What follows belongs to an exercise in optimizing a design on an open flow for small area and a short achievable clock period; a production flow would make more cautious choices. The RTL of this run was laid out without a check of its function.

### flow/design.v
module adder_tree
#(
    parameter   NB_IN               = 16,
    parameter   IN_WIDTH            = 16,
    parameter   OUT_WIDTH           = IN_WIDTH+NB_IN,
    parameter   USE_PIPE            = 0
)
(
    input   wire                        clk,
    input   wire                        aresetn,
    input   wire [NB_IN*IN_WIDTH-1:0]   data_in,
    input   wire                        data_in_en,
    output  reg [OUT_WIDTH-1:0]        data_out,
    output  reg                        data_out_en
);
wire s0;
wire c0;
wire s1;
wire c1;
wire s2;
wire c2;
wire s3;
wire c3;
wire s4;
wire c4;
wire s5;
wire c5;
wire s6;
wire c6;
wire s7;
wire c7;
wire s8;
wire c8;
wire s9;
wire c9;
wire s10;
wire c10;
wire s11;
wire c11;
wire s12;
wire c12;
wire s13;
wire c13;
wire s14;
wire c14;
wire s15;
wire c15;
wire s16;
wire c16;
wire s17;
wire c17;
wire s18;
wire c18;
wire s19;
wire c19;
wire s20;
wire c20;
wire s21;
wire c21;
wire s22;
wire c22;
wire s23;
wire c23;
wire s24;
wire c24;
wire s25;
wire c25;
wire s26;
wire c26;
wire s27;
wire c27;
wire s28;
wire c28;
wire s29;
wire c29;
wire s30;
wire c30;
wire s31;
wire c31;
wire s32;
wire c32;
wire s33;
wire c33;
wire s34;
wire c34;
wire s35;
wire c35;
wire s36;
wire c36;
wire s37;
wire c37;
wire s38;
wire c38;
wire s39;
wire c39;
wire s40;
wire c40;
wire s41;
wire c41;
wire s42;
wire c42;
wire s43;
wire c43;
wire s44;
wire c44;
wire s45;
wire c45;
wire s46;
wire c46;
wire s47;
wire c47;
wire s48;
wire c48;
wire s49;
wire c49;
wire s50;
wire c50;
wire s51;
wire c51;
wire s52;
wire c52;
wire s53;
wire c53;
wire s54;
wire c54;
wire s55;
wire c55;
wire s56;
wire c56;
wire s57;
wire c57;
wire s58;
wire c58;
wire s59;
wire c59;
wire s60;
wire c60;
wire s61;
wire c61;
wire s62;
wire c62;
wire s63;
wire c63;
wire s64;
wire c64;
wire s65;
wire c65;
wire s66;
wire c66;
wire s67;
wire c67;
wire s68;
wire c68;
wire s69;
wire c69;
wire s70;
wire c70;
wire s71;
wire c71;
wire s72;
wire c72;
wire s73;
wire c73;
wire s74;
wire c74;
wire s75;
wire c75;
wire s76;
wire c76;
wire s77;
wire c77;
wire s78;
wire c78;
wire s79;
wire c79;
wire s80;
wire c80;
wire s81;
wire c81;
wire s82;
wire c82;
wire s83;
wire c83;
wire s84;
wire c84;
wire s85;
wire c85;
wire s86;
wire c86;
wire s87;
wire c87;
wire s88;
wire c88;
wire s89;
wire c89;
wire s90;
wire c90;
wire s91;
wire c91;
wire s92;
wire c92;
wire s93;
wire c93;
wire s94;
wire c94;
wire s95;
wire c95;
wire s96;
wire c96;
wire s97;
wire c97;
wire s98;
wire c98;
wire s99;
wire c99;
wire s100;
wire c100;
wire s101;
wire c101;
wire s102;
wire c102;
wire s103;
wire c103;
wire s104;
wire c104;
wire s105;
wire c105;
wire s106;
wire c106;
wire s107;
wire c107;
wire s108;
wire c108;
wire s109;
wire c109;
wire s110;
wire c110;
wire s111;
wire c111;
wire s112;
wire c112;
wire s113;
wire c113;
wire s114;
wire c114;
wire s115;
wire c115;
wire s116;
wire c116;
wire s117;
wire c117;
wire s118;
wire c118;
wire s119;
wire c119;
wire s120;
wire c120;
wire s121;
wire c121;
wire s122;
wire c122;
wire s123;
wire c123;
wire s124;
wire c124;
wire s125;
wire c125;
wire s126;
wire c126;
wire s127;
wire c127;
wire s128;
wire c128;
wire s129;
wire c129;
wire s130;
wire c130;
wire s131;
wire c131;
wire s132;
wire c132;
wire s133;
wire c133;
wire s134;
wire c134;
wire s135;
wire c135;
wire s136;
wire c136;
wire s137;
wire c137;
wire s138;
wire c138;
wire s139;
wire c139;
wire s140;
wire c140;
wire s141;
wire c141;
wire s142;
wire c142;
wire s143;
wire c143;
wire s144;
wire c144;
wire s145;
wire c145;
wire s146;
wire c146;
wire s147;
wire c147;
wire s148;
wire c148;
wire s149;
wire c149;
wire s150;
wire c150;
wire s151;
wire c151;
wire s152;
wire c152;
wire s153;
wire c153;
wire s154;
wire c154;
wire s155;
wire c155;
wire s156;
wire c156;
reg [103:0] p1;
wire s157;
wire c157;
wire s158;
wire c158;
wire s159;
wire c159;
wire s160;
wire c160;
wire s161;
wire c161;
wire s162;
wire c162;
wire s163;
wire c163;
wire s164;
wire c164;
wire s165;
wire c165;
wire s166;
wire c166;
wire s167;
wire c167;
wire s168;
wire c168;
wire s169;
wire c169;
wire s170;
wire c170;
wire s171;
wire c171;
wire s172;
wire c172;
wire s173;
wire c173;
wire s174;
wire c174;
wire s175;
wire c175;
wire s176;
wire c176;
wire s177;
wire c177;
wire s178;
wire c178;
wire s179;
wire c179;
wire s180;
wire c180;
wire s181;
wire c181;
wire s182;
wire c182;
wire s183;
wire c183;
wire s184;
wire c184;
wire s185;
wire c185;
wire s186;
wire c186;
wire s187;
wire c187;
wire s188;
wire c188;
wire s189;
wire c189;
wire s190;
wire c190;
wire s191;
wire c191;
wire s192;
wire c192;
wire s193;
wire c193;
wire s194;
wire c194;
wire s195;
wire c195;
wire s196;
wire c196;
wire s197;
wire c197;
wire s198;
wire c198;
wire s199;
wire c199;
wire s200;
wire c200;
wire s201;
wire c201;
wire s202;
wire c202;
wire s203;
wire c203;
wire s204;
wire c204;
wire s205;
wire c205;
wire s206;
wire c206;
wire s207;
wire c207;
wire s208;
wire c208;
wire s209;
wire c209;
wire s210;
wire c210;
wire s211;
wire c211;
wire s212;
wire c212;
wire s213;
wire c213;
wire s214;
wire c214;
wire s215;
wire c215;
wire s216;
wire c216;
wire s217;
wire c217;
wire s218;
wire c218;
wire s219;
wire c219;
wire s220;
wire c220;
wire s221;
wire c221;
wire s222;
wire c222;
wire s223;
wire c223;
wire s224;
wire c224;
wire s225;
wire c225;
wire [19:0] cpa_a = {1'b0, c207, s225, s224, s223, s222, s221, s220, s219, s218, s217, s216, s215, s214, s213, s212, s211, s210, s209, s190};
wire [19:0] cpa_b = {1'b0, c225, c224, c223, c222, c221, c220, c219, c218, c217, c216, c215, c214, c213, c212, c211, c210, c209, c208, s208};
wire [19:0] cpa_s = cpa_a + cpa_b;
assign s0 = data_in[0] ^ data_in[16] ^ data_in[32];
assign c0 = (data_in[0] & data_in[16]) | (data_in[0] & data_in[32]) | (data_in[16] & data_in[32]);
assign s1 = data_in[48] ^ data_in[64];
assign c1 = data_in[48] & data_in[64];
assign s2 = data_in[1] ^ data_in[17] ^ data_in[33];
assign c2 = (data_in[1] & data_in[17]) | (data_in[1] & data_in[33]) | (data_in[17] & data_in[33]);
assign s3 = data_in[49] ^ data_in[65] ^ data_in[81];
assign c3 = (data_in[49] & data_in[65]) | (data_in[49] & data_in[81]) | (data_in[65] & data_in[81]);
assign s4 = data_in[97] ^ data_in[113];
assign c4 = data_in[97] & data_in[113];
assign s5 = data_in[2] ^ data_in[18] ^ data_in[34];
assign c5 = (data_in[2] & data_in[18]) | (data_in[2] & data_in[34]) | (data_in[18] & data_in[34]);
assign s6 = data_in[50] ^ data_in[66] ^ data_in[82];
assign c6 = (data_in[50] & data_in[66]) | (data_in[50] & data_in[82]) | (data_in[66] & data_in[82]);
assign s7 = data_in[98] ^ data_in[114] ^ data_in[130];
assign c7 = (data_in[98] & data_in[114]) | (data_in[98] & data_in[130]) | (data_in[114] & data_in[130]);
assign s8 = data_in[3] ^ data_in[19] ^ data_in[35];
assign c8 = (data_in[3] & data_in[19]) | (data_in[3] & data_in[35]) | (data_in[19] & data_in[35]);
assign s9 = data_in[51] ^ data_in[67] ^ data_in[83];
assign c9 = (data_in[51] & data_in[67]) | (data_in[51] & data_in[83]) | (data_in[67] & data_in[83]);
assign s10 = data_in[99] ^ data_in[115] ^ data_in[131];
assign c10 = (data_in[99] & data_in[115]) | (data_in[99] & data_in[131]) | (data_in[115] & data_in[131]);
assign s11 = data_in[4] ^ data_in[20] ^ data_in[36];
assign c11 = (data_in[4] & data_in[20]) | (data_in[4] & data_in[36]) | (data_in[20] & data_in[36]);
assign s12 = data_in[52] ^ data_in[68] ^ data_in[84];
assign c12 = (data_in[52] & data_in[68]) | (data_in[52] & data_in[84]) | (data_in[68] & data_in[84]);
assign s13 = data_in[100] ^ data_in[116] ^ data_in[132];
assign c13 = (data_in[100] & data_in[116]) | (data_in[100] & data_in[132]) | (data_in[116] & data_in[132]);
assign s14 = data_in[5] ^ data_in[21] ^ data_in[37];
assign c14 = (data_in[5] & data_in[21]) | (data_in[5] & data_in[37]) | (data_in[21] & data_in[37]);
assign s15 = data_in[53] ^ data_in[69] ^ data_in[85];
assign c15 = (data_in[53] & data_in[69]) | (data_in[53] & data_in[85]) | (data_in[69] & data_in[85]);
assign s16 = data_in[101] ^ data_in[117] ^ data_in[133];
assign c16 = (data_in[101] & data_in[117]) | (data_in[101] & data_in[133]) | (data_in[117] & data_in[133]);
assign s17 = data_in[6] ^ data_in[22] ^ data_in[38];
assign c17 = (data_in[6] & data_in[22]) | (data_in[6] & data_in[38]) | (data_in[22] & data_in[38]);
assign s18 = data_in[54] ^ data_in[70] ^ data_in[86];
assign c18 = (data_in[54] & data_in[70]) | (data_in[54] & data_in[86]) | (data_in[70] & data_in[86]);
assign s19 = data_in[102] ^ data_in[118] ^ data_in[134];
assign c19 = (data_in[102] & data_in[118]) | (data_in[102] & data_in[134]) | (data_in[118] & data_in[134]);
assign s20 = data_in[7] ^ data_in[23] ^ data_in[39];
assign c20 = (data_in[7] & data_in[23]) | (data_in[7] & data_in[39]) | (data_in[23] & data_in[39]);
assign s21 = data_in[55] ^ data_in[71] ^ data_in[87];
assign c21 = (data_in[55] & data_in[71]) | (data_in[55] & data_in[87]) | (data_in[71] & data_in[87]);
assign s22 = data_in[103] ^ data_in[119] ^ data_in[135];
assign c22 = (data_in[103] & data_in[119]) | (data_in[103] & data_in[135]) | (data_in[119] & data_in[135]);
assign s23 = data_in[8] ^ data_in[24] ^ data_in[40];
assign c23 = (data_in[8] & data_in[24]) | (data_in[8] & data_in[40]) | (data_in[24] & data_in[40]);
assign s24 = data_in[56] ^ data_in[72] ^ data_in[88];
assign c24 = (data_in[56] & data_in[72]) | (data_in[56] & data_in[88]) | (data_in[72] & data_in[88]);
assign s25 = data_in[104] ^ data_in[120] ^ data_in[136];
assign c25 = (data_in[104] & data_in[120]) | (data_in[104] & data_in[136]) | (data_in[120] & data_in[136]);
assign s26 = data_in[9] ^ data_in[25] ^ data_in[41];
assign c26 = (data_in[9] & data_in[25]) | (data_in[9] & data_in[41]) | (data_in[25] & data_in[41]);
assign s27 = data_in[57] ^ data_in[73] ^ data_in[89];
assign c27 = (data_in[57] & data_in[73]) | (data_in[57] & data_in[89]) | (data_in[73] & data_in[89]);
assign s28 = data_in[105] ^ data_in[121] ^ data_in[137];
assign c28 = (data_in[105] & data_in[121]) | (data_in[105] & data_in[137]) | (data_in[121] & data_in[137]);
assign s29 = data_in[10] ^ data_in[26] ^ data_in[42];
assign c29 = (data_in[10] & data_in[26]) | (data_in[10] & data_in[42]) | (data_in[26] & data_in[42]);
assign s30 = data_in[58] ^ data_in[74] ^ data_in[90];
assign c30 = (data_in[58] & data_in[74]) | (data_in[58] & data_in[90]) | (data_in[74] & data_in[90]);
assign s31 = data_in[106] ^ data_in[122] ^ data_in[138];
assign c31 = (data_in[106] & data_in[122]) | (data_in[106] & data_in[138]) | (data_in[122] & data_in[138]);
assign s32 = data_in[11] ^ data_in[27] ^ data_in[43];
assign c32 = (data_in[11] & data_in[27]) | (data_in[11] & data_in[43]) | (data_in[27] & data_in[43]);
assign s33 = data_in[59] ^ data_in[75] ^ data_in[91];
assign c33 = (data_in[59] & data_in[75]) | (data_in[59] & data_in[91]) | (data_in[75] & data_in[91]);
assign s34 = data_in[107] ^ data_in[123] ^ data_in[139];
assign c34 = (data_in[107] & data_in[123]) | (data_in[107] & data_in[139]) | (data_in[123] & data_in[139]);
assign s35 = data_in[12] ^ data_in[28] ^ data_in[44];
assign c35 = (data_in[12] & data_in[28]) | (data_in[12] & data_in[44]) | (data_in[28] & data_in[44]);
assign s36 = data_in[60] ^ data_in[76] ^ data_in[92];
assign c36 = (data_in[60] & data_in[76]) | (data_in[60] & data_in[92]) | (data_in[76] & data_in[92]);
assign s37 = data_in[108] ^ data_in[124] ^ data_in[140];
assign c37 = (data_in[108] & data_in[124]) | (data_in[108] & data_in[140]) | (data_in[124] & data_in[140]);
assign s38 = data_in[13] ^ data_in[29] ^ data_in[45];
assign c38 = (data_in[13] & data_in[29]) | (data_in[13] & data_in[45]) | (data_in[29] & data_in[45]);
assign s39 = data_in[61] ^ data_in[77] ^ data_in[93];
assign c39 = (data_in[61] & data_in[77]) | (data_in[61] & data_in[93]) | (data_in[77] & data_in[93]);
assign s40 = data_in[109] ^ data_in[125] ^ data_in[141];
assign c40 = (data_in[109] & data_in[125]) | (data_in[109] & data_in[141]) | (data_in[125] & data_in[141]);
assign s41 = data_in[14] ^ data_in[30] ^ data_in[46];
assign c41 = (data_in[14] & data_in[30]) | (data_in[14] & data_in[46]) | (data_in[30] & data_in[46]);
assign s42 = data_in[62] ^ data_in[78] ^ data_in[94];
assign c42 = (data_in[62] & data_in[78]) | (data_in[62] & data_in[94]) | (data_in[78] & data_in[94]);
assign s43 = data_in[110] ^ data_in[126] ^ data_in[142];
assign c43 = (data_in[110] & data_in[126]) | (data_in[110] & data_in[142]) | (data_in[126] & data_in[142]);
assign s44 = data_in[15] ^ data_in[31] ^ data_in[47];
assign c44 = (data_in[15] & data_in[31]) | (data_in[15] & data_in[47]) | (data_in[31] & data_in[47]);
assign s45 = data_in[63] ^ data_in[79] ^ data_in[95];
assign c45 = (data_in[63] & data_in[79]) | (data_in[63] & data_in[95]) | (data_in[79] & data_in[95]);
assign s46 = data_in[111] ^ data_in[127] ^ data_in[143];
assign c46 = (data_in[111] & data_in[127]) | (data_in[111] & data_in[143]) | (data_in[127] & data_in[143]);
assign s47 = data_in[80] ^ data_in[96] ^ data_in[112];
assign c47 = (data_in[80] & data_in[96]) | (data_in[80] & data_in[112]) | (data_in[96] & data_in[112]);
assign s48 = data_in[128] ^ data_in[144] ^ data_in[160];
assign c48 = (data_in[128] & data_in[144]) | (data_in[128] & data_in[160]) | (data_in[144] & data_in[160]);
assign s49 = data_in[129] ^ data_in[145] ^ data_in[161];
assign c49 = (data_in[129] & data_in[145]) | (data_in[129] & data_in[161]) | (data_in[145] & data_in[161]);
assign s50 = data_in[177] ^ data_in[193] ^ data_in[209];
assign c50 = (data_in[177] & data_in[193]) | (data_in[177] & data_in[209]) | (data_in[193] & data_in[209]);
assign s51 = data_in[225] ^ data_in[241] ^ s2;
assign c51 = (data_in[225] & data_in[241]) | (data_in[225] & s2) | (data_in[241] & s2);
assign s52 = data_in[146] ^ data_in[162] ^ data_in[178];
assign c52 = (data_in[146] & data_in[162]) | (data_in[146] & data_in[178]) | (data_in[162] & data_in[178]);
assign s53 = data_in[194] ^ data_in[210] ^ data_in[226];
assign c53 = (data_in[194] & data_in[210]) | (data_in[194] & data_in[226]) | (data_in[210] & data_in[226]);
assign s54 = data_in[242] ^ s5 ^ s6;
assign c54 = (data_in[242] & s5) | (data_in[242] & s6) | (s5 & s6);
assign s55 = s7 ^ c2;
assign c55 = s7 & c2;
assign s56 = data_in[147] ^ data_in[163] ^ data_in[179];
assign c56 = (data_in[147] & data_in[163]) | (data_in[147] & data_in[179]) | (data_in[163] & data_in[179]);
assign s57 = data_in[195] ^ data_in[211] ^ data_in[227];
assign c57 = (data_in[195] & data_in[211]) | (data_in[195] & data_in[227]) | (data_in[211] & data_in[227]);
assign s58 = data_in[243] ^ s8 ^ s9;
assign c58 = (data_in[243] & s8) | (data_in[243] & s9) | (s8 & s9);
assign s59 = s10 ^ c5 ^ c6;
assign c59 = (s10 & c5) | (s10 & c6) | (c5 & c6);
assign s60 = data_in[148] ^ data_in[164] ^ data_in[180];
assign c60 = (data_in[148] & data_in[164]) | (data_in[148] & data_in[180]) | (data_in[164] & data_in[180]);
assign s61 = data_in[196] ^ data_in[212] ^ data_in[228];
assign c61 = (data_in[196] & data_in[212]) | (data_in[196] & data_in[228]) | (data_in[212] & data_in[228]);
assign s62 = data_in[244] ^ s11 ^ s12;
assign c62 = (data_in[244] & s11) | (data_in[244] & s12) | (s11 & s12);
assign s63 = s13 ^ c8 ^ c9;
assign c63 = (s13 & c8) | (s13 & c9) | (c8 & c9);
assign s64 = data_in[149] ^ data_in[165] ^ data_in[181];
assign c64 = (data_in[149] & data_in[165]) | (data_in[149] & data_in[181]) | (data_in[165] & data_in[181]);
assign s65 = data_in[197] ^ data_in[213] ^ data_in[229];
assign c65 = (data_in[197] & data_in[213]) | (data_in[197] & data_in[229]) | (data_in[213] & data_in[229]);
assign s66 = data_in[245] ^ s14 ^ s15;
assign c66 = (data_in[245] & s14) | (data_in[245] & s15) | (s14 & s15);
assign s67 = s16 ^ c11 ^ c12;
assign c67 = (s16 & c11) | (s16 & c12) | (c11 & c12);
assign s68 = data_in[150] ^ data_in[166] ^ data_in[182];
assign c68 = (data_in[150] & data_in[166]) | (data_in[150] & data_in[182]) | (data_in[166] & data_in[182]);
assign s69 = data_in[198] ^ data_in[214] ^ data_in[230];
assign c69 = (data_in[198] & data_in[214]) | (data_in[198] & data_in[230]) | (data_in[214] & data_in[230]);
assign s70 = data_in[246] ^ s17 ^ s18;
assign c70 = (data_in[246] & s17) | (data_in[246] & s18) | (s17 & s18);
assign s71 = s19 ^ c14 ^ c15;
assign c71 = (s19 & c14) | (s19 & c15) | (c14 & c15);
assign s72 = data_in[151] ^ data_in[167] ^ data_in[183];
assign c72 = (data_in[151] & data_in[167]) | (data_in[151] & data_in[183]) | (data_in[167] & data_in[183]);
assign s73 = data_in[199] ^ data_in[215] ^ data_in[231];
assign c73 = (data_in[199] & data_in[215]) | (data_in[199] & data_in[231]) | (data_in[215] & data_in[231]);
assign s74 = data_in[247] ^ s20 ^ s21;
assign c74 = (data_in[247] & s20) | (data_in[247] & s21) | (s20 & s21);
assign s75 = s22 ^ c17 ^ c18;
assign c75 = (s22 & c17) | (s22 & c18) | (c17 & c18);
assign s76 = data_in[152] ^ data_in[168] ^ data_in[184];
assign c76 = (data_in[152] & data_in[168]) | (data_in[152] & data_in[184]) | (data_in[168] & data_in[184]);
assign s77 = data_in[200] ^ data_in[216] ^ data_in[232];
assign c77 = (data_in[200] & data_in[216]) | (data_in[200] & data_in[232]) | (data_in[216] & data_in[232]);
assign s78 = data_in[248] ^ s23 ^ s24;
assign c78 = (data_in[248] & s23) | (data_in[248] & s24) | (s23 & s24);
assign s79 = s25 ^ c20 ^ c21;
assign c79 = (s25 & c20) | (s25 & c21) | (c20 & c21);
assign s80 = data_in[153] ^ data_in[169] ^ data_in[185];
assign c80 = (data_in[153] & data_in[169]) | (data_in[153] & data_in[185]) | (data_in[169] & data_in[185]);
assign s81 = data_in[201] ^ data_in[217] ^ data_in[233];
assign c81 = (data_in[201] & data_in[217]) | (data_in[201] & data_in[233]) | (data_in[217] & data_in[233]);
assign s82 = data_in[249] ^ s26 ^ s27;
assign c82 = (data_in[249] & s26) | (data_in[249] & s27) | (s26 & s27);
assign s83 = s28 ^ c23 ^ c24;
assign c83 = (s28 & c23) | (s28 & c24) | (c23 & c24);
assign s84 = data_in[154] ^ data_in[170] ^ data_in[186];
assign c84 = (data_in[154] & data_in[170]) | (data_in[154] & data_in[186]) | (data_in[170] & data_in[186]);
assign s85 = data_in[202] ^ data_in[218] ^ data_in[234];
assign c85 = (data_in[202] & data_in[218]) | (data_in[202] & data_in[234]) | (data_in[218] & data_in[234]);
assign s86 = data_in[250] ^ s29 ^ s30;
assign c86 = (data_in[250] & s29) | (data_in[250] & s30) | (s29 & s30);
assign s87 = s31 ^ c26 ^ c27;
assign c87 = (s31 & c26) | (s31 & c27) | (c26 & c27);
assign s88 = data_in[155] ^ data_in[171] ^ data_in[187];
assign c88 = (data_in[155] & data_in[171]) | (data_in[155] & data_in[187]) | (data_in[171] & data_in[187]);
assign s89 = data_in[203] ^ data_in[219] ^ data_in[235];
assign c89 = (data_in[203] & data_in[219]) | (data_in[203] & data_in[235]) | (data_in[219] & data_in[235]);
assign s90 = data_in[251] ^ s32 ^ s33;
assign c90 = (data_in[251] & s32) | (data_in[251] & s33) | (s32 & s33);
assign s91 = s34 ^ c29 ^ c30;
assign c91 = (s34 & c29) | (s34 & c30) | (c29 & c30);
assign s92 = data_in[156] ^ data_in[172] ^ data_in[188];
assign c92 = (data_in[156] & data_in[172]) | (data_in[156] & data_in[188]) | (data_in[172] & data_in[188]);
assign s93 = data_in[204] ^ data_in[220] ^ data_in[236];
assign c93 = (data_in[204] & data_in[220]) | (data_in[204] & data_in[236]) | (data_in[220] & data_in[236]);
assign s94 = data_in[252] ^ s35 ^ s36;
assign c94 = (data_in[252] & s35) | (data_in[252] & s36) | (s35 & s36);
assign s95 = s37 ^ c32 ^ c33;
assign c95 = (s37 & c32) | (s37 & c33) | (c32 & c33);
assign s96 = data_in[157] ^ data_in[173] ^ data_in[189];
assign c96 = (data_in[157] & data_in[173]) | (data_in[157] & data_in[189]) | (data_in[173] & data_in[189]);
assign s97 = data_in[205] ^ data_in[221] ^ data_in[237];
assign c97 = (data_in[205] & data_in[221]) | (data_in[205] & data_in[237]) | (data_in[221] & data_in[237]);
assign s98 = data_in[253] ^ s38 ^ s39;
assign c98 = (data_in[253] & s38) | (data_in[253] & s39) | (s38 & s39);
assign s99 = s40 ^ c35 ^ c36;
assign c99 = (s40 & c35) | (s40 & c36) | (c35 & c36);
assign s100 = data_in[158] ^ data_in[174] ^ data_in[190];
assign c100 = (data_in[158] & data_in[174]) | (data_in[158] & data_in[190]) | (data_in[174] & data_in[190]);
assign s101 = data_in[206] ^ data_in[222] ^ data_in[238];
assign c101 = (data_in[206] & data_in[222]) | (data_in[206] & data_in[238]) | (data_in[222] & data_in[238]);
assign s102 = data_in[254] ^ s41 ^ s42;
assign c102 = (data_in[254] & s41) | (data_in[254] & s42) | (s41 & s42);
assign s103 = s43 ^ c38 ^ c39;
assign c103 = (s43 & c38) | (s43 & c39) | (c38 & c39);
assign s104 = data_in[159] ^ data_in[175] ^ data_in[191];
assign c104 = (data_in[159] & data_in[175]) | (data_in[159] & data_in[191]) | (data_in[175] & data_in[191]);
assign s105 = data_in[207] ^ data_in[223] ^ data_in[239];
assign c105 = (data_in[207] & data_in[223]) | (data_in[207] & data_in[239]) | (data_in[223] & data_in[239]);
assign s106 = data_in[255] ^ s44 ^ s45;
assign c106 = (data_in[255] & s44) | (data_in[255] & s45) | (s44 & s45);
assign s107 = s46 ^ c41 ^ c42;
assign c107 = (s46 & c41) | (s46 & c42) | (c41 & c42);
assign s108 = data_in[176] ^ data_in[192] ^ data_in[208];
assign c108 = (data_in[176] & data_in[192]) | (data_in[176] & data_in[208]) | (data_in[192] & data_in[208]);
assign s109 = data_in[224] ^ data_in[240];
assign c109 = data_in[224] & data_in[240];
assign s110 = s3 ^ s4 ^ c0;
assign c110 = (s3 & s4) | (s3 & c0) | (s4 & c0);
assign s111 = c1 ^ s49 ^ s50;
assign c111 = (c1 & s49) | (c1 & s50) | (s49 & s50);
assign s112 = s51 ^ c47;
assign c112 = s51 & c47;
assign s113 = c3 ^ c4 ^ s52;
assign c113 = (c3 & c4) | (c3 & s52) | (c4 & s52);
assign s114 = s53 ^ s54 ^ s55;
assign c114 = (s53 & s54) | (s53 & s55) | (s54 & s55);
assign s115 = c49 ^ c50 ^ c51;
assign c115 = (c49 & c50) | (c49 & c51) | (c50 & c51);
assign s116 = c7 ^ s56 ^ s57;
assign c116 = (c7 & s56) | (c7 & s57) | (s56 & s57);
assign s117 = s58 ^ s59 ^ c52;
assign c117 = (s58 & s59) | (s58 & c52) | (s59 & c52);
assign s118 = c53 ^ c54 ^ c55;
assign c118 = (c53 & c54) | (c53 & c55) | (c54 & c55);
assign s119 = c10 ^ s60 ^ s61;
assign c119 = (c10 & s60) | (c10 & s61) | (s60 & s61);
assign s120 = s62 ^ s63 ^ c56;
assign c120 = (s62 & s63) | (s62 & c56) | (s63 & c56);
assign s121 = c57 ^ c58 ^ c59;
assign c121 = (c57 & c58) | (c57 & c59) | (c58 & c59);
assign s122 = c13 ^ s64 ^ s65;
assign c122 = (c13 & s64) | (c13 & s65) | (s64 & s65);
assign s123 = s66 ^ s67 ^ c60;
assign c123 = (s66 & s67) | (s66 & c60) | (s67 & c60);
assign s124 = c61 ^ c62 ^ c63;
assign c124 = (c61 & c62) | (c61 & c63) | (c62 & c63);
assign s125 = c16 ^ s68 ^ s69;
assign c125 = (c16 & s68) | (c16 & s69) | (s68 & s69);
assign s126 = s70 ^ s71 ^ c64;
assign c126 = (s70 & s71) | (s70 & c64) | (s71 & c64);
assign s127 = c65 ^ c66 ^ c67;
assign c127 = (c65 & c66) | (c65 & c67) | (c66 & c67);
assign s128 = c19 ^ s72 ^ s73;
assign c128 = (c19 & s72) | (c19 & s73) | (s72 & s73);
assign s129 = s74 ^ s75 ^ c68;
assign c129 = (s74 & s75) | (s74 & c68) | (s75 & c68);
assign s130 = c69 ^ c70 ^ c71;
assign c130 = (c69 & c70) | (c69 & c71) | (c70 & c71);
assign s131 = c22 ^ s76 ^ s77;
assign c131 = (c22 & s76) | (c22 & s77) | (s76 & s77);
assign s132 = s78 ^ s79 ^ c72;
assign c132 = (s78 & s79) | (s78 & c72) | (s79 & c72);
assign s133 = c73 ^ c74 ^ c75;
assign c133 = (c73 & c74) | (c73 & c75) | (c74 & c75);
assign s134 = c25 ^ s80 ^ s81;
assign c134 = (c25 & s80) | (c25 & s81) | (s80 & s81);
assign s135 = s82 ^ s83 ^ c76;
assign c135 = (s82 & s83) | (s82 & c76) | (s83 & c76);
assign s136 = c77 ^ c78 ^ c79;
assign c136 = (c77 & c78) | (c77 & c79) | (c78 & c79);
assign s137 = c28 ^ s84 ^ s85;
assign c137 = (c28 & s84) | (c28 & s85) | (s84 & s85);
assign s138 = s86 ^ s87 ^ c80;
assign c138 = (s86 & s87) | (s86 & c80) | (s87 & c80);
assign s139 = c81 ^ c82 ^ c83;
assign c139 = (c81 & c82) | (c81 & c83) | (c82 & c83);
assign s140 = c31 ^ s88 ^ s89;
assign c140 = (c31 & s88) | (c31 & s89) | (s88 & s89);
assign s141 = s90 ^ s91 ^ c84;
assign c141 = (s90 & s91) | (s90 & c84) | (s91 & c84);
assign s142 = c85 ^ c86 ^ c87;
assign c142 = (c85 & c86) | (c85 & c87) | (c86 & c87);
assign s143 = c34 ^ s92 ^ s93;
assign c143 = (c34 & s92) | (c34 & s93) | (s92 & s93);
assign s144 = s94 ^ s95 ^ c88;
assign c144 = (s94 & s95) | (s94 & c88) | (s95 & c88);
assign s145 = c89 ^ c90 ^ c91;
assign c145 = (c89 & c90) | (c89 & c91) | (c90 & c91);
assign s146 = c37 ^ s96 ^ s97;
assign c146 = (c37 & s96) | (c37 & s97) | (s96 & s97);
assign s147 = s98 ^ s99 ^ c92;
assign c147 = (s98 & s99) | (s98 & c92) | (s99 & c92);
assign s148 = c93 ^ c94 ^ c95;
assign c148 = (c93 & c94) | (c93 & c95) | (c94 & c95);
assign s149 = c40 ^ s100 ^ s101;
assign c149 = (c40 & s100) | (c40 & s101) | (s100 & s101);
assign s150 = s102 ^ s103 ^ c96;
assign c150 = (s102 & s103) | (s102 & c96) | (s103 & c96);
assign s151 = c97 ^ c98 ^ c99;
assign c151 = (c97 & c98) | (c97 & c99) | (c98 & c99);
assign s152 = c43 ^ s104 ^ s105;
assign c152 = (c43 & s104) | (c43 & s105) | (s104 & s105);
assign s153 = s106 ^ s107 ^ c100;
assign c153 = (s106 & s107) | (s106 & c100) | (s107 & c100);
assign s154 = c101 ^ c102 ^ c103;
assign c154 = (c101 & c102) | (c101 & c103) | (c102 & c103);
assign s155 = c44 ^ c45 ^ c46;
assign c155 = (c44 & c45) | (c44 & c46) | (c45 & c46);
assign s156 = c104 ^ c105 ^ c106;
assign c156 = (c104 & c105) | (c104 & c106) | (c105 & c106);
assign s157 = p1[0] ^ p1[1] ^ p1[2];
assign c157 = (p1[0] & p1[1]) | (p1[0] & p1[2]) | (p1[1] & p1[2]);
assign s158 = p1[6] ^ p1[7] ^ p1[8];
assign c158 = (p1[6] & p1[7]) | (p1[6] & p1[8]) | (p1[7] & p1[8]);
assign s159 = p1[9] ^ p1[10];
assign c159 = p1[9] & p1[10];
assign s160 = p1[12] ^ p1[13] ^ p1[14];
assign c160 = (p1[12] & p1[13]) | (p1[12] & p1[14]) | (p1[13] & p1[14]);
assign s161 = p1[15] ^ p1[16] ^ p1[17];
assign c161 = (p1[15] & p1[16]) | (p1[15] & p1[17]) | (p1[16] & p1[17]);
assign s162 = p1[18] ^ p1[19] ^ p1[20];
assign c162 = (p1[18] & p1[19]) | (p1[18] & p1[20]) | (p1[19] & p1[20]);
assign s163 = p1[21] ^ p1[22] ^ p1[23];
assign c163 = (p1[21] & p1[22]) | (p1[21] & p1[23]) | (p1[22] & p1[23]);
assign s164 = p1[24] ^ p1[25] ^ p1[26];
assign c164 = (p1[24] & p1[25]) | (p1[24] & p1[26]) | (p1[25] & p1[26]);
assign s165 = p1[27] ^ p1[28] ^ p1[29];
assign c165 = (p1[27] & p1[28]) | (p1[27] & p1[29]) | (p1[28] & p1[29]);
assign s166 = p1[30] ^ p1[31] ^ p1[32];
assign c166 = (p1[30] & p1[31]) | (p1[30] & p1[32]) | (p1[31] & p1[32]);
assign s167 = p1[33] ^ p1[34] ^ p1[35];
assign c167 = (p1[33] & p1[34]) | (p1[33] & p1[35]) | (p1[34] & p1[35]);
assign s168 = p1[36] ^ p1[37] ^ p1[38];
assign c168 = (p1[36] & p1[37]) | (p1[36] & p1[38]) | (p1[37] & p1[38]);
assign s169 = p1[39] ^ p1[40] ^ p1[41];
assign c169 = (p1[39] & p1[40]) | (p1[39] & p1[41]) | (p1[40] & p1[41]);
assign s170 = p1[42] ^ p1[43] ^ p1[44];
assign c170 = (p1[42] & p1[43]) | (p1[42] & p1[44]) | (p1[43] & p1[44]);
assign s171 = p1[45] ^ p1[46] ^ p1[47];
assign c171 = (p1[45] & p1[46]) | (p1[45] & p1[47]) | (p1[46] & p1[47]);
assign s172 = p1[48] ^ p1[49] ^ p1[50];
assign c172 = (p1[48] & p1[49]) | (p1[48] & p1[50]) | (p1[49] & p1[50]);
assign s173 = p1[51] ^ p1[52] ^ p1[53];
assign c173 = (p1[51] & p1[52]) | (p1[51] & p1[53]) | (p1[52] & p1[53]);
assign s174 = p1[54] ^ p1[55] ^ p1[56];
assign c174 = (p1[54] & p1[55]) | (p1[54] & p1[56]) | (p1[55] & p1[56]);
assign s175 = p1[57] ^ p1[58] ^ p1[59];
assign c175 = (p1[57] & p1[58]) | (p1[57] & p1[59]) | (p1[58] & p1[59]);
assign s176 = p1[60] ^ p1[61] ^ p1[62];
assign c176 = (p1[60] & p1[61]) | (p1[60] & p1[62]) | (p1[61] & p1[62]);
assign s177 = p1[63] ^ p1[64] ^ p1[65];
assign c177 = (p1[63] & p1[64]) | (p1[63] & p1[65]) | (p1[64] & p1[65]);
assign s178 = p1[66] ^ p1[67] ^ p1[68];
assign c178 = (p1[66] & p1[67]) | (p1[66] & p1[68]) | (p1[67] & p1[68]);
assign s179 = p1[69] ^ p1[70] ^ p1[71];
assign c179 = (p1[69] & p1[70]) | (p1[69] & p1[71]) | (p1[70] & p1[71]);
assign s180 = p1[72] ^ p1[73] ^ p1[74];
assign c180 = (p1[72] & p1[73]) | (p1[72] & p1[74]) | (p1[73] & p1[74]);
assign s181 = p1[75] ^ p1[76] ^ p1[77];
assign c181 = (p1[75] & p1[76]) | (p1[75] & p1[77]) | (p1[76] & p1[77]);
assign s182 = p1[78] ^ p1[79] ^ p1[80];
assign c182 = (p1[78] & p1[79]) | (p1[78] & p1[80]) | (p1[79] & p1[80]);
assign s183 = p1[81] ^ p1[82] ^ p1[83];
assign c183 = (p1[81] & p1[82]) | (p1[81] & p1[83]) | (p1[82] & p1[83]);
assign s184 = p1[84] ^ p1[85] ^ p1[86];
assign c184 = (p1[84] & p1[85]) | (p1[84] & p1[86]) | (p1[85] & p1[86]);
assign s185 = p1[87] ^ p1[88] ^ p1[89];
assign c185 = (p1[87] & p1[88]) | (p1[87] & p1[89]) | (p1[88] & p1[89]);
assign s186 = p1[90] ^ p1[91] ^ p1[92];
assign c186 = (p1[90] & p1[91]) | (p1[90] & p1[92]) | (p1[91] & p1[92]);
assign s187 = p1[93] ^ p1[94] ^ p1[95];
assign c187 = (p1[93] & p1[94]) | (p1[93] & p1[95]) | (p1[94] & p1[95]);
assign s188 = p1[96] ^ p1[97] ^ p1[98];
assign c188 = (p1[96] & p1[97]) | (p1[96] & p1[98]) | (p1[97] & p1[98]);
assign s189 = p1[99] ^ p1[100] ^ p1[101];
assign c189 = (p1[99] & p1[100]) | (p1[99] & p1[101]) | (p1[100] & p1[101]);
assign s190 = p1[3] ^ p1[4];
assign c190 = p1[3] & p1[4];
assign s191 = p1[11] ^ s158 ^ s159;
assign c191 = (p1[11] & s158) | (p1[11] & s159) | (s158 & s159);
assign s192 = s160 ^ s161 ^ c158;
assign c192 = (s160 & s161) | (s160 & c158) | (s161 & c158);
assign s193 = s162 ^ s163 ^ c160;
assign c193 = (s162 & s163) | (s162 & c160) | (s163 & c160);
assign s194 = s164 ^ s165 ^ c162;
assign c194 = (s164 & s165) | (s164 & c162) | (s165 & c162);
assign s195 = s166 ^ s167 ^ c164;
assign c195 = (s166 & s167) | (s166 & c164) | (s167 & c164);
assign s196 = s168 ^ s169 ^ c166;
assign c196 = (s168 & s169) | (s168 & c166) | (s169 & c166);
assign s197 = s170 ^ s171 ^ c168;
assign c197 = (s170 & s171) | (s170 & c168) | (s171 & c168);
assign s198 = s172 ^ s173 ^ c170;
assign c198 = (s172 & s173) | (s172 & c170) | (s173 & c170);
assign s199 = s174 ^ s175 ^ c172;
assign c199 = (s174 & s175) | (s174 & c172) | (s175 & c172);
assign s200 = s176 ^ s177 ^ c174;
assign c200 = (s176 & s177) | (s176 & c174) | (s177 & c174);
assign s201 = s178 ^ s179 ^ c176;
assign c201 = (s178 & s179) | (s178 & c176) | (s179 & c176);
assign s202 = s180 ^ s181 ^ c178;
assign c202 = (s180 & s181) | (s180 & c178) | (s181 & c178);
assign s203 = s182 ^ s183 ^ c180;
assign c203 = (s182 & s183) | (s182 & c180) | (s183 & c180);
assign s204 = s184 ^ s185 ^ c182;
assign c204 = (s184 & s185) | (s184 & c182) | (s185 & c182);
assign s205 = s186 ^ s187 ^ c184;
assign c205 = (s186 & s187) | (s186 & c184) | (s187 & c184);
assign s206 = s188 ^ s189 ^ c186;
assign c206 = (s188 & s189) | (s188 & c186) | (s189 & c186);
assign s207 = p1[102] ^ p1[103] ^ c188;
assign c207 = (p1[102] & p1[103]) | (p1[102] & c188) | (p1[103] & c188);
assign s208 = p1[5] ^ s157;
assign c208 = p1[5] & s157;
assign s209 = c157 ^ s191 ^ c190;
assign c209 = (c157 & s191) | (c157 & c190) | (s191 & c190);
assign s210 = c159 ^ s192 ^ c191;
assign c210 = (c159 & s192) | (c159 & c191) | (s192 & c191);
assign s211 = c161 ^ s193 ^ c192;
assign c211 = (c161 & s193) | (c161 & c192) | (s193 & c192);
assign s212 = c163 ^ s194 ^ c193;
assign c212 = (c163 & s194) | (c163 & c193) | (s194 & c193);
assign s213 = c165 ^ s195 ^ c194;
assign c213 = (c165 & s195) | (c165 & c194) | (s195 & c194);
assign s214 = c167 ^ s196 ^ c195;
assign c214 = (c167 & s196) | (c167 & c195) | (s196 & c195);
assign s215 = c169 ^ s197 ^ c196;
assign c215 = (c169 & s197) | (c169 & c196) | (s197 & c196);
assign s216 = c171 ^ s198 ^ c197;
assign c216 = (c171 & s198) | (c171 & c197) | (s198 & c197);
assign s217 = c173 ^ s199 ^ c198;
assign c217 = (c173 & s199) | (c173 & c198) | (s199 & c198);
assign s218 = c175 ^ s200 ^ c199;
assign c218 = (c175 & s200) | (c175 & c199) | (s200 & c199);
assign s219 = c177 ^ s201 ^ c200;
assign c219 = (c177 & s201) | (c177 & c200) | (s201 & c200);
assign s220 = c179 ^ s202 ^ c201;
assign c220 = (c179 & s202) | (c179 & c201) | (s202 & c201);
assign s221 = c181 ^ s203 ^ c202;
assign c221 = (c181 & s203) | (c181 & c202) | (s203 & c202);
assign s222 = c183 ^ s204 ^ c203;
assign c222 = (c183 & s204) | (c183 & c203) | (s204 & c203);
assign s223 = c185 ^ s205 ^ c204;
assign c223 = (c185 & s205) | (c185 & c204) | (s205 & c204);
assign s224 = c187 ^ s206 ^ c205;
assign c224 = (c187 & s206) | (c187 & c205) | (s206 & c205);
assign s225 = c189 ^ s207 ^ c206;
assign c225 = (c189 & s207) | (c189 & c206) | (s207 & c206);
always @(posedge clk) begin
    p1 <= {c156, c155, c154, c153, c152, s156, s155, c107, c151, c150, c149, s154, s153, s152, c148, c147, c146, s151, s150, s149, c145, c144, c143, s148, s147, s146, c142, c141, c140, s145, s144, s143, c139, c138, c137, s142, s141, s140, c136, c135, c134, s139, s138, s137, c133, c132, c131, s136, s135, s134, c130, c129, c128, s133, s132, s131, c127, c126, c125, s130, s129, s128, c124, c123, c122, s127, s126, s125, c121, c120, c119, s124, s123, s122, c118, c117, c116, s121, s120, s119, c115, c114, c113, s118, s117, s116, c112, c111, c110, s115, s114, s113, c109, c108, s112, s111, s110, c48, s109, s108, s48, s47, s1, s0};
    data_out <= {12'd0, cpa_s};
end
reg [0:0] en_pipe;
always @(posedge clk or negedge aresetn) begin
    if (!aresetn) begin
        en_pipe <= 0;
        data_out_en <= 1'b0;
    end else begin
        en_pipe <= data_in_en;
        data_out_en <= en_pipe[0];
    end
end
endmodule
### flow/run.sh
#!/bin/bash
# synth_recipe.tcl (not shown) runs the flow's synth.tcl, then flattens the netlist and writes it again
# the make line also repeats each setting of config.mk as NAME=value (left out here)
make -C /OpenROAD-flow-scripts/flow DESIGN_CONFIG=/design/flow/config.mk WORK_HOME=/design/flow/orfs CLKGATE_MAP_FILE= SYNTH_SCRIPT=/design/flow/synth_recipe.tcl finish
### flow/config.mk
export PLATFORM = sky130hd
export DESIGN_NAME = adder_tree
export DESIGN_NICKNAME = adder_tree
export VERILOG_FILES = /design/flow/design.v
export SDC_FILE = /design/flow/constraint.sdc
export NUM_CORES = 4
export LEC_CHECK = 0
export CAP_MARGIN = 20
export CORE_MARGIN = 2
export CORE_UTILIZATION = 40
export SLEW_MARGIN = 20
### flow/constraint.sdc
create_clock -name core_clock -period 7.0 [get_ports {clk}]
set_input_delay 1.4000 -clock core_clock [delete_from_list [all_inputs] [get_ports {clk}]]
set_output_delay 1.4000 -clock core_clock [all_outputs]
set_load 0.01 [all_outputs]
==> results.yml <==
placed_design:
  io_buffers: 279
  dp_hpwl_um: 16100
  dp_cells: 1464
  routabilityCongestion: 0.760
worst_setup_path:
  r2r-start: "p1[12]$_DFF_P_"
  critPathKind: "flop to flop"
  ff2ff_path_depth: 13
  startpoint_type: "flop"
  r2r_slack_ps: 3400
  worstPathArrival_ps: 3900
  critPathMaxFanout: 4
  critical_path_required_ps: 7300
  endpoint_kind: "flop"
  rr_endpoint: "data_out[19]$_DFF_P_"
route:
  ant_nets: 0
  wl_um: 17900
  avgViaCountPerCell: 3.99
  drtIter0Drc: 59
  wl_per_cell_um: 12.0
  firstDrtPassIters: 4
  vias: 5968
  drcViolationCount: 0
sta:
  fmax_mhz: 278
  tns_ps: 0
  grt_setup_unrepaired: "false"
  slew_violations: 0
  fin_crit_sh_pct: 51.5
  setup_violations: 0
  fin_worst_skew_ps: 7.21
  min_period_ps: 3600
  finalHoldViolCount: 0
synthesis:
  ys.warnings.count: 1
  seq_area_frac_synth_pct: 26.8
  synth_edf_count: 0
  synth_top_area_cell: "fa_1"
  synthCells: 870
  synth_top_area_share_pct: 46.5
  synth-seq-cells: 126
  synth.most_common_cell: "inv_1"
  ys_async_sr_fraction_pct: 1.59
  synth_common_cells: "387 x inv_1, 219 x fa_1, 124 x dfxtp_1"
  synth_area_um2: 9430
  ys.flop_type: "dfxtp_1"
  syn_avg_cell_area_um2: 10.8
  synth_cell_types: 35
  synth_area_leaders: "fa_1 46%, dfxtp_1 26%, inv_1 15%"
die:
  die_x_um: 158
  core_area_um2: 23300
  fp-row-count: 56
  die_h_um: 158
  dieArea_um2: 24800
  initial_utilization_pct: 40.4
  pin_count: 292
min_path:
  min_to: "data_out_en$_DFF_PN0_"
  min_from: "en_pipe$_DFF_PN0_"
  worstHoldPathCells: 0
  min_path_type: "flop to flop"
job:
  cap_violations: 0
clock_network:
  cts.repair.resized: 0
  cts_hold_buf: 0
  clk_latency_ps: 410
  clock_path_buffers: 2
  path_clk_slew_ps: 60
  cts_tree: "built"
  cts_sinks: 126
  cts-root-buf: "clkbuf_16"
  cts_setup_buffers: 0
  cts_max_level: 4
  cts_buffers: 17
global_route:
  grt_max_degree: 17
  grt.overflow.total: 0
  grt_pass1_vias: 6875
  grt_util_all_layers_pct: 15.8
  antenna_found_initial: 0
  grt_pass1_wl_um: 30300
outcome:
  status: "finished clean"
cells_and_area:
  fin_cells: 1496
  diodes: 0
  drive_gt1_share_pct: 3.57
  fin_nets: 1669
  synthToLayoutAreaGrowth_pct: 39.4
## critical path: stages, from the launching register on
cell      delay [ps]
dfxtp_1          330
inv_1             60
fa_1             540
inv_1             50
fa_1             480
inv_1             60
fa_1             500
inv_1             40
ha_1             340
o211ai_2         180
o211ai_1         160
a21oi_2          270
o21ai_2          110
a311o_1          360
## logic make-up after synthesis
family / synth area share, %
simple gates: 1.43
compound gates: 3.54
buf+inv: 16.5
fa+ha+maj: 50.1
flops: 26.8
other cells: 0.0398
xor+xnor: 1.58
## final cells by class
cell class / count / area, um2
repair buffers: 279 / 2790
inverters: 387 / 1450
multi-input cells: 353 / 5390
flip-flops and latches: 126 / 2530
clock buffers: 17 / 425
clock inverters: 15 / 161
well taps: 319 / 399
fillers: 2061 / 10200
## registers in the layout, summed over array words and instances, names as in the netlist
name         cells
data_out_en      1
en_pipe          1
p1             104
data_out        20
## worst max-delay path by stage
stage                               from              endpoint  slack, ps  cells after the start
after floorplan            p1[6]$_DFF_P_  data_out[14]$_DFF_P_       3680                     13
after global placement      data_in[108]        p1[73]$_DFF_P_       3410                      6
after detailed placement    data_in[110]        p1[85]$_DFF_P_       3380                      6
after CTS                  p1[6]$_DFF_P_  data_out[14]$_DFF_P_       3370                     13
after global routing      p1[12]$_DFF_P_  data_out[19]$_DFF_P_       3220                     13
final                     p1[12]$_DFF_P_  data_out[19]$_DFF_P_       3400                     13
## layer usage
metal  global-route usage [%]  share of wire [%]  up-vias
li1                         -                  -     2899
met3                     4.60                7.5       12
met5                        0                  0        -
met4                     3.59               0.93        0
met1                     18.3                 40     2877
met2                     28.8                 52      180
## cell usage in the layout (no fill, tap or decap), types with 3 or more instances in the layout
master / instances
a21oi_1: 18
a21oi_2: 3
clkbuf_16: 17
clkdlybuf4s50_1: 279
clkinvlp_4: 4
conb_1: 12
dfxtp_1: 124
fa_1: 219
ha_1: 27
inv_1: 387
inv_6: 5
nand2_1: 13
nand2b_1: 4
nor2_1: 5
o211ai_1: 3
o21a_1: 3
o21ai_0: 9
xnor2_1: 10
xor2_1: 7
## stage by stage
stage / cell area, um2 / utilization, % / setup slack (ps) / hold WS [ps]
floorplan: 9470 / - / 3680 / 331
global placement: 12600 / 53.8 / 3410 / 338
detailed placement: 12600 / 53.8 / 3380 / 336
CTS: 13100 / 56.4 / 3370 / 359
global route: 13100 / 56.4 / 3220 / 361
finish: 13100 / 56.4 / 3400 / 358

what the ideal ports hide:
The flow's constraints put no driver on any port. The routed layout listed below was extracted and timed again, unchanged, in two steps. Step 1, drivers: a clkbuf_16 drives clk and a buf_2 each remaining input, both assumed. Step 2 times the ports against the registers' clock, not the clock port: input delays grow and output delays shrink by t, the midpoint of the rising clock arrivals with the driver on. a / b / c = no drivers / after step 1 / after step 2; a / b = the first two.
shift t [ns]: 0.453
setup slack, ns: 3.397 / 3.397 / 3.386
latest minus earliest clock arrival (ns): 0.007 / 0.007
slew at the worst register clock pin (ns): 0.06 / 0.06
worst slew at a driven data input, ns: 0.05
After both steps this run still meets setup and hold. For this run, drivers alone change the setup slack by 0.000 ns; drivers and shift together by -0.011 ns.
